Source: an optimization exercise on an open RTL-to-GDS flow (aim: small area, a short achievable clock period and few clock cycles per item). Production flows keep margins and buffers that such runs may drop.
Where RTL was checked, it was by simulation tests only, not by an equivalence proof against the original.
Power is estimated from default activity; no workload was simulated.

==> module rd_port, before the edit <==
module rd_port(
    input wire [31:0] acc_val,
    input wire [31:0] result,
    input wire done,
    input wire res_ok,
    input wire r_en,
    input wire [5:0] addr,
    output wire [31:0] r_data
    );
    wire hit = r_en & addr[5] & addr[2] & ~addr[4] & ~addr[3] & ~addr[1] & ~addr[0];
    wire s_acc = hit & done;
    wire s_res = hit & ~done & res_ok;
    assign r_data = ({32{s_acc}} & acc_val) | ({32{s_res}} & result);
endmodule
clock: 10.0 ns
lec_check: 0
abc_area: 1
cap_margin: 20
core_margin: 2
core_utilization: 40
cts_buf_list: sky130_fd_sc_hd__clkbuf_8 sky130_fd_sc_hd__clkbuf_16
cts_cluster_diameter: 80
cts_cluster_size: 30
setup_slack_margin: 4.8
slew_margin: 20
synth_hierarchical: 1
synth_minimum_keep_size: 0
standard.sh (not shown) runs the stock make flow with config.mk's settings and CLKGATE_MAP_FILE= SYNTH_SCRIPT=/design/flow/synth_recipe.tcl, a recipe that flattens the netlist after the stock synthesis.
==> flow/flow/run.sh <==
#!/bin/bash
# Standard layout, with two changes to how cells are sized:
#  - the port buffers are buf_2 cells instead of the default (a delay-buffer
#    cell that timing repair cannot resize away);
#  - timing repair may resize a cell to one of a different width.
set -euo pipefail
export BUFFER_PORTS_ARGS="-buffer_cell sky130_fd_sc_hd__buf_2"
bash standard.sh MATCH_CELL_FOOTPRINT=0 finish > standard.log 2>&1
Testbench counts at the start, summed over its fixed seeds: cycles 30,962, items 4,000.
Change:
--- a/flow/design.v
+++ b/flow/design.v
@@ -1090,8 +1090,23 @@
     input wire [5:0] addr,
     output wire [31:0] r_data
     );
-    wire hit = r_en & addr[5] & addr[2] & ~addr[4] & ~addr[3] & ~addr[1] & ~addr[0];
-    wire s_acc = hit & done;
-    wire s_res = hit & ~done & res_ok;
-    assign r_data = ({32{s_acc}} & acc_val) | ({32{s_res}} & result);
+    wire p, q;
+    rd_dec_p u_p (.r_en(r_en), .a5(addr[5]), .a2(addr[2]), .a4(addr[4]), .y(p));
+    rd_dec_q u_q (.a3(addr[3]), .a1(addr[1]), .a0(addr[0]), .y(q));
+    wire [31:0] val = done ? acc_val : (result & {32{res_ok}});
+    genvar k;
+    generate
+        for (k = 0; k < 32; k = k + 1) begin : bits
+            rd_and3 u_and (.a(val[k]), .b(p), .c(q), .y(r_data[k]));
+        end
+    endgenerate
+endmodule
+module rd_dec_p(input wire r_en, input wire a5, input wire a2, input wire a4, output wire y);
+    assign y = r_en & a5 & a2 & ~a4;
+endmodule
+module rd_dec_q(input wire a3, input wire a1, input wire a0, output wire y);
+    assign y = ~(a3 | a1 | a0);
+endmodule
+module rd_and3(input wire a, input wire b, input wire c, output wire y);
+    assign y = a & b & c;
 endmodule
The new run finished with timing, DRC and antenna clean.
Routed wire length is lower slightly.
Power is higher by a few percent.
Global-route usage shrinks by 0.38 points.
Hold slack barely changes.
Final cell count came out higher by a few percent.
Die area came out higher slightly.
No functional check of the RTL was part of the second run of this note.

---

ml_accel, a different RTL version from the one above (not shown whole).
Size in the first run: ~3100 cells after synthesis, roughly 420 flip-flops, about 75 I/O pins.
==> flow/design.v (excerpt) <==
module ml_accel(
    input wire clk,
    input wire rst,
    input wire w_en,
    input wire r_en,
    input wire [5:0] addr,
    input wire [31:0] w_data,
    output reg [31:0] r_data,
    output reg done
    );
clock: 10.0 ns
lec_check: 0
abc_area: 1
cap_margin: 20
core_margin: 2
core_utilization: 40
setup_slack_margin: 4.5
slew_margin: 20
synth_hierarchical: 1
synth_minimum_keep_size: 0
==> flow/flow/run.sh <==
#!/bin/bash
# Standard layout, with the port buffers made from buf_2 cells instead of
# the default (a delay-buffer cell that repair cannot resize away).
set -euo pipefail
export BUFFER_PORTS_ARGS="-buffer_cell sky130_fd_sc_hd__buf_2"
bash standard.sh > standard.log 2>&1
The baseline passed the timing, design-rule and antenna checks.
Testbench counts at the start, summed over its fixed seeds: cycles 30,962, items 4,000.
Edit:
--- a/flow/design.v
+++ b/flow/design.v
@@ -6,31 +6,34 @@
     input wire [5:0] addr,
     input wire [31:0] w_data,
     output reg [31:0] r_data,
     output reg done
     );
     reg [31:0] vec_a [0:3];
     reg [31:0] vec_b [0:3];
     reg [3:0] va, vb;           
     reg [31:0] diff;            
     reg [31:0] other;           
     reg [31:0] acc_s, acc_c;    
     reg [31:0] result;          
+    reg        res_ok;          
     wire [1:0] idx = addr[3:2];
     wire vec_wr = w_en && !addr[5] && addr[1:0] == 2'b00;
     wire start  = w_en && addr == 6'h20;
-    wire [31:0] a_sel = vec_a[idx] & {32{va[idx]}};
-    wire [31:0] b_sel = vec_b[idx] & {32{vb[idx]}};
-    wire [31:0] old_v = addr[4] ? b_sel : a_sel;
-    wire [31:0] oth_v = addr[4] ? a_sel : b_sel;
+    wire [1:0] s_idx = addr[3:2] & {2{~addr[5]}};
+    wire       s_b   = addr[4] & ~addr[5];
+    wire [31:0] a_sel = vec_a[s_idx] & {32{va[s_idx]}};
+    wire [31:0] b_sel = vec_b[s_idx] & {32{vb[s_idx]}};
+    wire [31:0] old_v = s_b ? b_sel : a_sel;
+    wire [31:0] oth_v = s_b ? a_sel : b_sel;
     wire [31:0] sum_s, sum_c;
     wire bo0 = other[0] ^ 1'b0;
     wire bt0 = (other[1] & ~other[0] & ~1'b0) | (~other[1] & other[0] & 1'b0);
     wire bn0 = other[1];
     wire pp0_0 = (bo0 & diff[0]) ^ bn0;
     wire pp0_1 = ((bo0 & diff[1]) | (bt0 & diff[0])) ^ bn0;
     wire pp0_2 = ((bo0 & diff[2]) | (bt0 & diff[1])) ^ bn0;
     wire pp0_3 = ((bo0 & diff[3]) | (bt0 & diff[2])) ^ bn0;
     wire pp0_4 = ((bo0 & diff[4]) | (bt0 & diff[3])) ^ bn0;
     wire pp0_5 = ((bo0 & diff[5]) | (bt0 & diff[4])) ^ bn0;
     wire pp0_6 = ((bo0 & diff[6]) | (bt0 & diff[5])) ^ bn0;
     wire pp0_7 = ((bo0 & diff[7]) | (bt0 & diff[6])) ^ bn0;
@@ -1014,36 +1017,39 @@
         end
     end
     always @(posedge clk) begin
         diff  <= vec_wr ? (w_data - old_v) : 32'd0;
         other <= oth_v;
     end
     always @(posedge clk or posedge rst) begin
         if (rst) begin
             va <= 4'd0;
             vb <= 4'd0;
             acc_s <= 32'd0;
             acc_c <= 32'd0;
-            result <= 32'd0;
+            res_ok <= 1'b0;
             done <= 1'b0;
         end else begin
             if (vec_wr) begin
                 if (addr[4]) vb[idx] <= 1'b1;
                 else         va[idx] <= 1'b1;
             end
             acc_s <= sum_s;
             acc_c <= sum_c;
-            if (done) result <= acc_val;
+            if (done) res_ok <= 1'b1;
             done <= start;
         end
     end
+    always @(posedge clk) begin
+        if (done) result <= acc_val;
+    end
     always @(*) begin
-        if (r_en && addr == 6'h24)
+        if (r_en && addr == 6'h24 && (done || res_ok))
             r_data = done ? acc_val : result;
         else
             r_data = 32'd0;
     end
 endmodule
 module fa_cell(input wire a, input wire b, input wire c, output wire s, output wire co);
     assign s = a ^ b ^ c;
     assign co = (a & b) | (a & c) | (b & c);
 endmodule
Cell count came out lower by 1.2%.
Wire length drops by 3.3%.
Core utilization rose by 0.18 points.
Global-route usage drops by 0.75 points.
Count of clock-buffer cells in the layout climbs by 3.
Maximum frequency came out higher by 2.7%.
Clock skew climbs by 0.0079 ns.
Worst setup slack improves by 0.14 ns.
Total power drops by 4.1%.
Design area is about the same.
First-iteration DRC count is lower by about 5%.
Flip-flop and latch count grows by 1.
Die area decreases by 0.44%.
Worst hold slack degrades by 0.025 ns.
No functional check of the RTL was part of the second run of this note.

[what the ideal ports hide]
No port has a modelled driver above. Below, the same layouts with a new extraction and two added sets of constraints.
Step 1 (the two cells are an assumption about what drives the block):
set clk [get_ports {clk}]
set_driving_cell -lib_cell sky130_fd_sc_hd__clkbuf_16 $clk
set_driving_cell -lib_cell sky130_fd_sc_hd__buf_2 [delete_from_list [all_inputs] $clk]
Step 2 moves the port delays by t, midway between the first and last clock arrival at a register: inputs arrive t later, outputs are due t later. That takes back most of the time a late clock gives input paths.
Three values: no drivers, after step 1, after step 2; two values: the first two.
run | t, ns | setup WS [ns] | clock arrival spread, ns
the first run of note 1 | 0.685 | 4.902 / 4.859 / 4.519 | 0.051 / 0.051
the second run of note 1 | 0.680 | 4.904 / 4.881 / 4.540 | 0.043 / 0.043
the first run of note 2 | 0.673 | 4.561 / 4.539 / 4.378 | 0.039 / 0.038
the second run of note 2 | 0.675 | 4.705 / 4.685 / 4.210 | 0.047 / 0.048
After both steps every run listed still meets setup and hold. The setup slack of the second run of note 2, which loses most, moves by -0.020 ns with the drivers and by -0.495 ns with both steps.
